Context: an optimization exercise on an open-source flow, tuned for small area. The choices shown serve that exercise and are no tape-out recipe. Function was checked by simulation only, so behaviour that the tests miss may differ from the original. The flow treats the clock pin as an ideal source, which a real chip does not have. No activity file was given, so power comes from the tool's default toggle rates.

==> flow/design.v <==
module t11_cpu(
  input         clk,
  input         reset,
  output [15:0] addr,
  input  [15:0] din,
  output [15:0] dout,
  output        wr_n
);
localparam F0 = 5'd0;   
localparam F1 = 5'd1;   
localparam F2 = 5'd2;   
localparam J0 = 5'd3;   
localparam N2 = 5'd4;   
localparam B0 = 5'd5;   
localparam B1 = 5'd6;
localparam B2 = 5'd7;
localparam B3 = 5'd8;   
localparam B4 = 5'd9;
localparam B5 = 5'd10;  
localparam PS = 5'd11;  
localparam D1 = 5'd12;  
localparam PD = 5'd13;  
localparam S0 = 5'd16;
localparam T0 = 5'd20;
reg [127:0] RF;         
reg [15:0]  W1, IR, DI;
reg         Z;
reg [4:0]   st;
wire       i6 = IR[15];
wire [2:0] i5 = IR[14:12];
wire [2:0] i4 = IR[11:9];
wire [2:0] i3 = IR[8:6];
wire [2:0] i2 = IR[5:3];
wire [2:0] i1 = IR[2:0];
wire rt   = st[4];
wire dst  = st[2];
wire [1:0] step = st[1:0];
wire src  = rt & ~dst;
wire dstr = rt & dst;
wire [2:0] smode = i5 == 3'd0 ? i2 : i5 == 3'd1 ? i4 : {i5[1:0], 1'b0};
wire [2:0] mode  = dst ? i2 : smode;
wire m0   = mode == 3'd0;
wire m1   = mode == 3'd1;
wire m24  = mode == 3'd2 || mode == 3'd4;    
wire m35  = mode == 3'd3 || mode == 3'd5;    
wire mdec = mode[2];                          
wire m67  = mode[2] & mode[1];
wire s_addr_r  = (st == F0) | (rt & step == 2'd0 & ~m0 & ~m67);
wire s_addr_di = rt & step == 2'd1 & m35;
wire s_wr      = dstr & ((step == 2'd0 & (m1 | m24)) | (step == 2'd1 & m35));
wire s_w1_rd   = src & step == 2'd0 & m0;                        
wire s_w1_di   = src & ((step == 2'd1 & (m1 | m24)) | (step == 2'd2 & m35));
wire s_incdec  = rt & ((step == {~dst, dst} & m24) | (step == {1'b1, ~dst} & m35));
wire s_t0      = dstr & step == 2'd0 & m0;                       
wire last      = rt & (m0 | m67 & step == 2'd0 | s_incdec | (m1 & step == {1'b0, ~dst}));
wire use_pc = (st == F0) | (st == F2) | (st == B5);
wire [2:0] ridx = ~rt ? 3'd7 : (dst | i5 == 3'd0) ? i1 : i3;
wire sel_w1 = (st == D1) | s_t0;
wire sel_di = s_addr_di | s_w1_di;
wire sel_rf = use_pc | s_addr_r | s_w1_rd | s_incdec;
wire sel_ps = reset & (st == J0);
reg [15:0] pc_rst;
always @(*)
  case (din[15:13])
    3'd0: pc_rst = 16'hc004;
    3'd1: pc_rst = 16'h8004;
    3'd2: pc_rst = 16'h4004;
    3'd3: pc_rst = 16'h2004;
    3'd4: pc_rst = 16'h1004;
    3'd5: pc_rst = 16'h0004;
    3'd6: pc_rst = 16'hf604;
    default: pc_rst = 16'hf404;
  endcase
reg [15:0] X;
integer k;
always @(*) begin
  X = ({16{sel_w1}} & W1) | ({16{sel_di}} & DI) | ({16{sel_ps}} & pc_rst);
  for (k = 0; k < 8; k = k + 1)
    X = X | ({16{sel_rf && ridx == k}} & RF[k*16 +: 16]);
end
wire w2 = ~i6 | (i1[2:1] == 2'b11);
wire sub = (s_incdec & mdec) | (st == D1) | (st == B5) | (st == B4);
wire [4:0] K = (st == B5) ? {IR[3:0], 1'b0} :
               (st == F2 | s_incdec) ? {3'b000, w2, ~w2} :
               (st == D1 | st == B4) ? 5'd1 : 5'd0;
wire [15:0] Kx = {11'd0, K} ^ {16{sub}};
reg [15:0] ALU;
reg [16:0] c;
integer b;
always @(*) begin
  c[0] = sub;
  for (b = 0; b < 16; b = b + 1) begin
    ALU[b] = X[b] ^ Kx[b] ^ c[b];
    c[b+1] = (X[b] & Kx[b]) | (c[b] & (X[b] ^ Kx[b]));
    if (b == 8)
      c[9] = sub ? (c[5] | (|X[8:5])) : (c[5] & (&X[8:5]));
    if (b == 12)
      c[13] = sub ? (c[9] | (|X[12:9])) : (c[9] & (&X[12:9]));
  end
end
assign addr = (s_addr_r | s_addr_di) ? X : 16'd0;
assign dout = W1;
assign wr_n = ~s_wr;
wire rf_we = ~reset & ((st == F2) | (st == B5) | s_incdec | s_t0);
wire [2:0] widx = use_pc ? 3'd7 : src ? i3 : i1;
integer r;
always @(posedge clk) begin
  for (r = 0; r < 8; r = r + 1) begin
    if ((rf_we && widx == r) || (reset && r == 7)) begin
      RF[r*16 +: 8] <= ALU[7:0];
      if (!i6 || reset) RF[r*16+8 +: 8] <= ALU[15:8];
    end
  end
end
wire w1_we = ~reset & (s_w1_rd | s_w1_di | (st == D1) | (st == B1) | (st == B4));
always @(posedge clk) begin
  if (w1_we) W1[7:0] <= ALU[7:0];
  if (w1_we & ~i6) W1[15:8] <= ALU[15:8];
end
always @(posedge clk) begin
  DI <= din;
  if (reset || st == F1) IR[7:0] <= DI[7:0];
  if (reset || (st == F1 && !i6)) IR[14:8] <= DI[14:8];
  if (reset) IR[15] <= 1'b0;
  else if (st == F1 && !i6) IR[15] <= DI[15];
end
always @(posedge clk) begin
  if (st == D1) Z <= W1 == 16'd1;    
  else if (st == B3) Z <= IR[3:0] == 4'd0 && (~i6 || W1[14:8] == 7'd0);
end
reg [4:0] nst;
always @(*) begin
  case (st)
    F0: nst = F1;
    F1: nst = F2;
    F2: nst = i5 == 3'd0 ? (i4 == 3'd0 ? F0 : i4 == 3'd1 ? B0 : i4 == 3'd5 ? PS : J0) :
              i5 == 3'd1 ? PS :
              (i5 == 3'd4 || i5 == 3'd5 || i5 == 3'd6) ? S0 : J0;
    N2: nst = J0;
    B0: nst = Z ? N2 : B1;
    B1: nst = B2;
    B2: nst = B3;
    B3: nst = B4;
    B4: nst = B5;
    B5: nst = J0;
    PS: nst = S0;
    D1: nst = PD;
    PD: nst = T0;
    default:
      if (rt) begin
        if (m67 && step == 2'd0) nst = F0;
        else if (last) nst = dst ? (i5 == 3'd1 ? N2 : J0) :
                                   (i5 == 3'd1 ? PD : i5 == 3'd0 ? D1 : J0);
        else nst = st + 5'd1;
      end else nst = F0;    
  endcase
end
always @(posedge clk)
  if (reset) st <= J0;
  else st <= nst;
endmodule
export LEC_CHECK = 0
export ABC_AREA = 1
export CAP_MARGIN = 20
export CORE_MARGIN = 2
export CORE_UTILIZATION = 40
export SLEW_MARGIN = 20
create_clock -name core_clock -period 11.0 [get_ports {clk}]
standard.sh (not shown) runs the stock make flow with config.mk's settings and CLKGATE_MAP_FILE= SYNTH_SCRIPT=/design/flow/synth_recipe.tcl, a recipe that flattens the netlist after the stock synthesis.
==> flow/flow/run.sh <==
#!/bin/bash
set -e
cp standard.sh standard_sh_copy.log
rm -rf scripts_abc_area
cp -r "$FLOW_HOME/scripts" scripts_abc_area
cp flow/abc_area.script scripts_abc_area/abc_area.script
SCRIPTS_DIR="$PWD/scripts_abc_area" bash standard.sh synth > standard_synth.log 2>&1
export BUFFER_PORTS_ARGS="-buffer_cell sky130_fd_sc_hd__buf_1"
export CTS_ARGS="-sink_clustering_enable -repair_clock_nets -dont_use_dummy_load -buf_list sky130_fd_sc_hd__clkbuf_8"
bash standard.sh cts > standard_cts.log 2>&1
RES_DIR="$PWD/orfs/results/sky130hd/t11_cpu/base" openroad -no_init -exit flow/clk_leaf_resize.tcl > clk_leaf_resize.log 2>&1
bash standard.sh > standard_finish.log 2>&1
Other scripts of this flow, unchanged in this note and not shown: flow/flow/abc_area.script, flow/flow/clk_leaf_resize.tcl
Edit:
--- a/flow/design.v
+++ b/flow/design.v
@@ -118,12 +118,10 @@
   if (w1_we & ~i6) W1[15:8] <= ALU[15:8];
 end
 always @(posedge clk) begin
   DI <= din;
-  if (reset || st == F1) IR[7:0] <= DI[7:0];
-  if (reset || (st == F1 && !i6)) IR[14:8] <= DI[14:8];
-  if (reset) IR[15] <= 1'b0;
-  else if (st == F1 && !i6) IR[15] <= DI[15];
+  if (reset) IR <= 16'd0;
+  else if (st == F1) IR <= {i6 ? IR[15:8] : DI[15:8], DI[7:0]};
 end
 always @(posedge clk) begin
   if (st == D1) Z <= W1 == 16'd1;    
   else if (st == B3) Z <= IR[3:0] == 4'd0 && (~i6 || W1[14:8] == 7'd0);
Outcome:
- total power decreases by about 13%
- sequential power decreases by about 9%
- worst setup slack is worse by 0.56 ns
- count of clock-buffer cells in the layout is unchanged
- wire length increases by 1.9%
- critical path depth decreases by 2
- final area increases by 0.33%
- global-route usage decreases by 0.23 points
- fmax decreases by about 6%
- sequential cell count does not change
- die area increases by 0.70%
- sequential share of layout area decreases by 2.0 points
- utilization decreases by 0.92 points

========
## south
Another version of the RTL of t11_cpu (not shown whole).
Size in the first run: ~530 cells after synthesis, about 180 flip-flops, about 51 I/O pins.
// t11_cpu
module t11_cpu(
  input         clk,
  input         reset,
  output [15:0] addr,
  input  [15:0] din,
  output [15:0] dout,
  output        wr_n
);
localparam F0 = 5'd0;   
localparam F1 = 5'd1;   
localparam F2 = 5'd2;   
localparam J0 = 5'd3;   
localparam N2 = 5'd4;   
localparam B0 = 5'd5;   
localparam B1 = 5'd6;
localparam B2 = 5'd7;
localparam B3 = 5'd8;   
localparam B4 = 5'd9;
localparam B5 = 5'd10;  
localparam PS = 5'd11;  
localparam D1 = 5'd12;  
localparam PD = 5'd13;  
localparam S0 = 5'd16;
localparam T0 = 5'd20;
reg [127:0] RF;         
reg [15:0]  W1, IR, DI;
reg         Z;
reg [4:0]   st;
wire       i6 = IR[15];
wire [2:0] i5 = IR[14:12];
wire [2:0] i4 = IR[11:9];
wire [2:0] i3 = IR[8:6];
wire [2:0] i2 = IR[5:3];
wire [2:0] i1 = IR[2:0];
wire rt   = st[4];
wire dst  = st[2];
wire [1:0] step = st[1:0];
wire src  = rt & ~dst;
wire dstr = rt & dst;
wire [2:0] smode = i5 == 3'd0 ? i2 : i5 == 3'd1 ? i4 : {i5[1:0], 1'b0};
wire [2:0] mode  = dst ? i2 : smode;
wire m0   = mode == 3'd0;
wire m1   = mode == 3'd1;
wire m24  = mode == 3'd2 || mode == 3'd4;    
wire m35  = mode == 3'd3 || mode == 3'd5;    
wire mdec = mode[2];                          
wire m67  = mode[2] & mode[1];
wire s_addr_r  = (st == F0) | (rt & step == 2'd0 & ~m0 & ~m67);
wire s_addr_di = rt & step == 2'd1 & m35;
wire s_wr      = dstr & ((step == 2'd0 & (m1 | m24)) | (step == 2'd1 & m35));
wire s_w1_rd   = src & step == 2'd0 & m0;                        
wire s_w1_di   = src & ((step == 2'd1 & (m1 | m24)) | (step == 2'd2 & m35));
wire s_incdec  = rt & ((step == {~dst, dst} & m24) | (step == {1'b1, ~dst} & m35));
wire s_t0      = dstr & step == 2'd0 & m0;                       
wire last      = rt & (m0 | m67 & step == 2'd0 | s_incdec | (m1 & step == {1'b0, ~dst}));
wire use_pc = (st == F0) | (st == F2) | (st == B5);
wire [2:0] ridx = ~rt ? 3'd7 : (dst | i5 == 3'd0) ? i1 : i3;
wire sel_w1 = (st == D1) | s_t0;
wire sel_di = s_addr_di | s_w1_di;
wire sel_rf = use_pc | s_addr_r | s_w1_rd | s_incdec;
wire sel_ps = reset & (st == J0);
reg [15:0] pc_rst;
always @(*)
  case (din[15:13])
    3'd0: pc_rst = 16'hc004;
    3'd1: pc_rst = 16'h8004;
    3'd2: pc_rst = 16'h4004;
    3'd3: pc_rst = 16'h2004;
    3'd4: pc_rst = 16'h1004;
    3'd5: pc_rst = 16'h0004;
    3'd6: pc_rst = 16'hf604;
    default: pc_rst = 16'hf404;
  endcase
reg [15:0] X;
integer k;
  ...
==> module t11_cpu, before the edit <==
module t11_cpu(
  input         clk,
  input         reset,
  output [15:0] addr,
  input  [15:0] din,
  output [15:0] dout,
  output        wr_n
);
localparam F0 = 5'd0;   
localparam F1 = 5'd1;   
localparam F2 = 5'd2;   
localparam J0 = 5'd3;   
localparam N2 = 5'd4;   
localparam B0 = 5'd5;   
localparam B1 = 5'd6;
localparam B2 = 5'd7;
localparam B3 = 5'd8;   
localparam B4 = 5'd9;
localparam B5 = 5'd10;  
localparam PS = 5'd11;  
localparam D1 = 5'd12;  
localparam PD = 5'd13;  
localparam S0 = 5'd16;
localparam T0 = 5'd20;
reg [127:0] RF;         
reg [15:0]  W1, IR, DI;
reg         Z;
reg [4:0]   st;
wire       i6 = IR[15];
wire [2:0] i5 = IR[14:12];
wire [2:0] i4 = IR[11:9];
wire [2:0] i3 = IR[8:6];
wire [2:0] i2 = IR[5:3];
wire [2:0] i1 = IR[2:0];
wire rt   = st[4];
wire dst  = st[2];
wire [1:0] step = st[1:0];
wire src  = rt & ~dst;
wire dstr = rt & dst;
wire [2:0] smode = i5 == 3'd0 ? i2 : i5 == 3'd1 ? i4 : {i5[1:0], 1'b0};
wire [2:0] mode  = dst ? i2 : smode;
wire m0   = mode == 3'd0;
wire m1   = mode == 3'd1;
wire m24  = mode == 3'd2 || mode == 3'd4;    
wire m35  = mode == 3'd3 || mode == 3'd5;    
wire mdec = mode[2];                          
wire m67  = mode[2] & mode[1];
wire s_addr_r  = (st == F0) | (rt & step == 2'd0 & ~m0 & ~m67);
wire s_addr_di = rt & step == 2'd1 & m35;
wire s_wr      = dstr & ((step == 2'd0 & (m1 | m24)) | (step == 2'd1 & m35));
wire s_w1_rd   = src & step == 2'd0 & m0;                        
wire s_w1_di   = src & ((step == 2'd1 & (m1 | m24)) | (step == 2'd2 & m35));
wire s_incdec  = rt & ((step == {~dst, dst} & m24) | (step == {1'b1, ~dst} & m35));
wire s_t0      = dstr & step == 2'd0 & m0;                       
wire last      = rt & (m0 | m67 & step == 2'd0 | s_incdec | (m1 & step == {1'b0, ~dst}));
wire use_pc = (st == F0) | (st == F2) | (st == B5);
wire [2:0] ridx = ~rt ? 3'd7 : (dst | i5 == 3'd0) ? i1 : i3;
wire sel_w1 = (st == D1) | s_t0;
wire sel_di = s_addr_di | s_w1_di;
wire sel_rf = use_pc | s_addr_r | s_w1_rd | s_incdec;
wire sel_ps = reset & (st == J0);
reg [15:0] pc_rst;
always @(*)
  case (din[15:13])
    3'd0: pc_rst = 16'hc004;
    3'd1: pc_rst = 16'h8004;
    3'd2: pc_rst = 16'h4004;
    3'd3: pc_rst = 16'h2004;
    3'd4: pc_rst = 16'h1004;
    3'd5: pc_rst = 16'h0004;
    3'd6: pc_rst = 16'hf604;
    default: pc_rst = 16'hf404;
  endcase
reg [15:0] X;
integer k;
always @(*) begin
  X = ({16{sel_w1}} & W1) | ({16{sel_di}} & DI) | ({16{sel_ps}} & pc_rst);
  for (k = 0; k < 8; k = k + 1)
    X = X | ({16{sel_rf && ridx == k}} & RF[k*16 +: 16]);
end
wire w2 = ~i6 | (i1[2:1] == 2'b11);
wire sub = (s_incdec & mdec) | (st == D1) | (st == B5) | (st == B4);
wire [4:0] K = (st == B5) ? {IR[3:0], 1'b0} :
               (st == F2 | s_incdec) ? {3'b000, w2, ~w2} :
               (st == D1 | st == B4) ? 5'd1 : 5'd0;
wire [15:0] Kx = {11'd0, K} ^ {16{sub}};
reg [15:0] ALU;
reg c;
integer b;
always @(*) begin
  c = sub;
  for (b = 0; b < 16; b = b + 1) begin
    ALU[b] = X[b] ^ Kx[b] ^ c;
    c = (X[b] & Kx[b]) | (c & (X[b] ^ Kx[b]));
  end
end
assign addr = (s_addr_r | s_addr_di) ? X : 16'd0;
assign dout = W1;
assign wr_n = ~s_wr;
wire rf_we = ~reset & ((st == F2) | (st == B5) | s_incdec | s_t0);
wire [2:0] widx = use_pc ? 3'd7 : src ? i3 : i1;
integer r;
always @(posedge clk) begin
  for (r = 0; r < 8; r = r + 1) begin
    if ((rf_we && widx == r) || (reset && r == 7)) begin
      RF[r*16 +: 8] <= ALU[7:0];
      if (!i6 || reset) RF[r*16+8 +: 8] <= ALU[15:8];
    end
  end
end
wire w1_we = ~reset & (s_w1_rd | s_w1_di | (st == D1) | (st == B1) | (st == B4));
always @(posedge clk) begin
  if (w1_we) W1[7:0] <= ALU[7:0];
  if (w1_we & ~i6) W1[15:8] <= ALU[15:8];
end
always @(posedge clk) begin
  DI <= din;
  if (st == F1) IR[7:0] <= DI[7:0];
  if (st == F1 && !i6) IR[14:8] <= DI[14:8];
  if (reset) IR[15] <= 1'b0;
  else if (st == F1 && !i6) IR[15] <= DI[15];
end
always @(posedge clk) begin
  if (st == D1) Z <= W1 == 16'd1;    
  else if (st == B3) Z <= IR[3:0] == 4'd0 && (~i6 || W1[14:8] == 7'd0);
end
reg [4:0] nst;
always @(*) begin
  case (st)
    F0: nst = F1;
    F1: nst = F2;
    F2: nst = i5 == 3'd0 ? (i4 == 3'd0 ? F0 : i4 == 3'd1 ? B0 : i4 == 3'd5 ? PS : J0) :
              i5 == 3'd1 ? PS :
              (i5 == 3'd4 || i5 == 3'd5 || i5 == 3'd6) ? S0 : J0;
    N2: nst = J0;
    B0: nst = Z ? N2 : B1;
    B1: nst = B2;
    B2: nst = B3;
    B3: nst = B4;
    B4: nst = B5;
    B5: nst = J0;
    PS: nst = S0;
    D1: nst = PD;
    PD: nst = T0;
    default:
      if (rt) begin
        if (m67 && step == 2'd0) nst = F0;
        else if (last) nst = dst ? (i5 == 3'd1 ? N2 : J0) :
                                   (i5 == 3'd1 ? PD : i5 == 3'd0 ? D1 : J0);
        else nst = st + 5'd1;
      end else nst = F0;    
  endcase
end
always @(posedge clk)
  if (reset) st <= J0;
  else st <= nst;
endmodule
Settings: LEC_CHECK=0, ABC_AREA=1, CAP_MARGIN=20, CORE_MARGIN=2, CORE_UTILIZATION=40, PLACE_DENSITY=0.8, SLEW_MARGIN=20; clock period 11.0 ns.
==> flow/flow/run.sh <==
#!/bin/bash
# The standard layout (standard.sh) with three changes:
#  - synthesis maps the logic with ABC's area-oriented mapper (flow/abc_area.script,
#    used through ABC_AREA=1 from a copy of the ORFS scripts folder); the synthesis
#    script itself and every register it makes are unchanged;
#  - ports are buffered with the smallest buffer (buf_1);
#  - CTS builds its tree from clkbuf_8 and adds no dummy loads.
set -e
cp standard.sh standard_sh_copy.log
rm -rf scripts_abc_area
cp -r "$FLOW_HOME/scripts" scripts_abc_area
cp flow/abc_area.script scripts_abc_area/abc_area.script
SCRIPTS_DIR="$PWD/scripts_abc_area" bash standard.sh synth > standard_synth.log 2>&1
export BUFFER_PORTS_ARGS="-buffer_cell sky130_fd_sc_hd__buf_1"
export CTS_ARGS="-sink_clustering_enable -repair_clock_nets -dont_use_dummy_load -buf_list sky130_fd_sc_hd__clkbuf_8"
bash standard.sh > standard_finish.log 2>&1
==> flow/flow/abc_area.script <==
strash; dch -f; amap; topo; stime -c
Every stage of the flow completed for south, and the final layout passed the timing, design-rule and antenna checks.
Inputs modified between south and east:
--- a/flow/design.v
+++ b/flow/design.v
@@ -84,15 +84,19 @@
                (st == F2 | s_incdec) ? {3'b000, w2, ~w2} :
                (st == D1 | st == B4) ? 5'd1 : 5'd0;
 wire [15:0] Kx = {11'd0, K} ^ {16{sub}};
 reg [15:0] ALU;
-reg c;
+reg [16:0] c;
 integer b;
 always @(*) begin
-  c = sub;
+  c[0] = sub;
   for (b = 0; b < 16; b = b + 1) begin
-    ALU[b] = X[b] ^ Kx[b] ^ c;
-    c = (X[b] & Kx[b]) | (c & (X[b] ^ Kx[b]));
+    ALU[b] = X[b] ^ Kx[b] ^ c[b];
+    c[b+1] = (X[b] & Kx[b]) | (c[b] & (X[b] ^ Kx[b]));
+    if (b == 8)
+      c[9] = sub ? (c[5] | (|X[8:5])) : (c[5] & (&X[8:5]));
+    if (b == 12)
+      c[13] = sub ? (c[9] | (|X[12:9])) : (c[9] & (&X[12:9]));
   end
 end
 assign addr = (s_addr_r | s_addr_di) ? X : 16'd0;
 assign dout = W1;
--- outcome ---
Multi-input gate share of total cell area is higher on south
Across both runs, part of the cycle the worst path needs was lower for east than for south.
east vs. south: internal portion of total power fell about 1.8%; maximum frequency rose 23%; synthesized-area fraction occupied by ao, oa, aoi and oai cells rose 0.50 points.

what the ideal ports hide:
The flow's constraints put no driver on any port. The routed layouts listed below were extracted and timed again, unchanged, in two steps.
Step 1 sets driving cells, clkbuf_16 on the clock port and buf_2 on the other inputs (assumed; they add their load-dependent delay and slew).
Step 2 also shifts input and output timing later by t, the mid clock arrival at the registers, as if the neighbouring blocks saw the same clock.
a / b / c = ideal / step 1 / step 2; a / b = the first two.
| run | shift t [ns] | setup slack, ns | pins driven straight from the clock port |
|---|---|---|---|
| the first run of note 1 | 0.481 | 1.706 / 1.706 / 1.706 | 1 |
| the second run of note 1 | 0.485 | 1.148 / 1.148 / 1.148 | 1 |
| south | 0.490 | 0.514 / 0.514 / 0.514 | 1 |
| east | 0.480 | 2.489 / 2.489 / 2.489 | 1 |
After both steps every run listed still meets setup and hold.
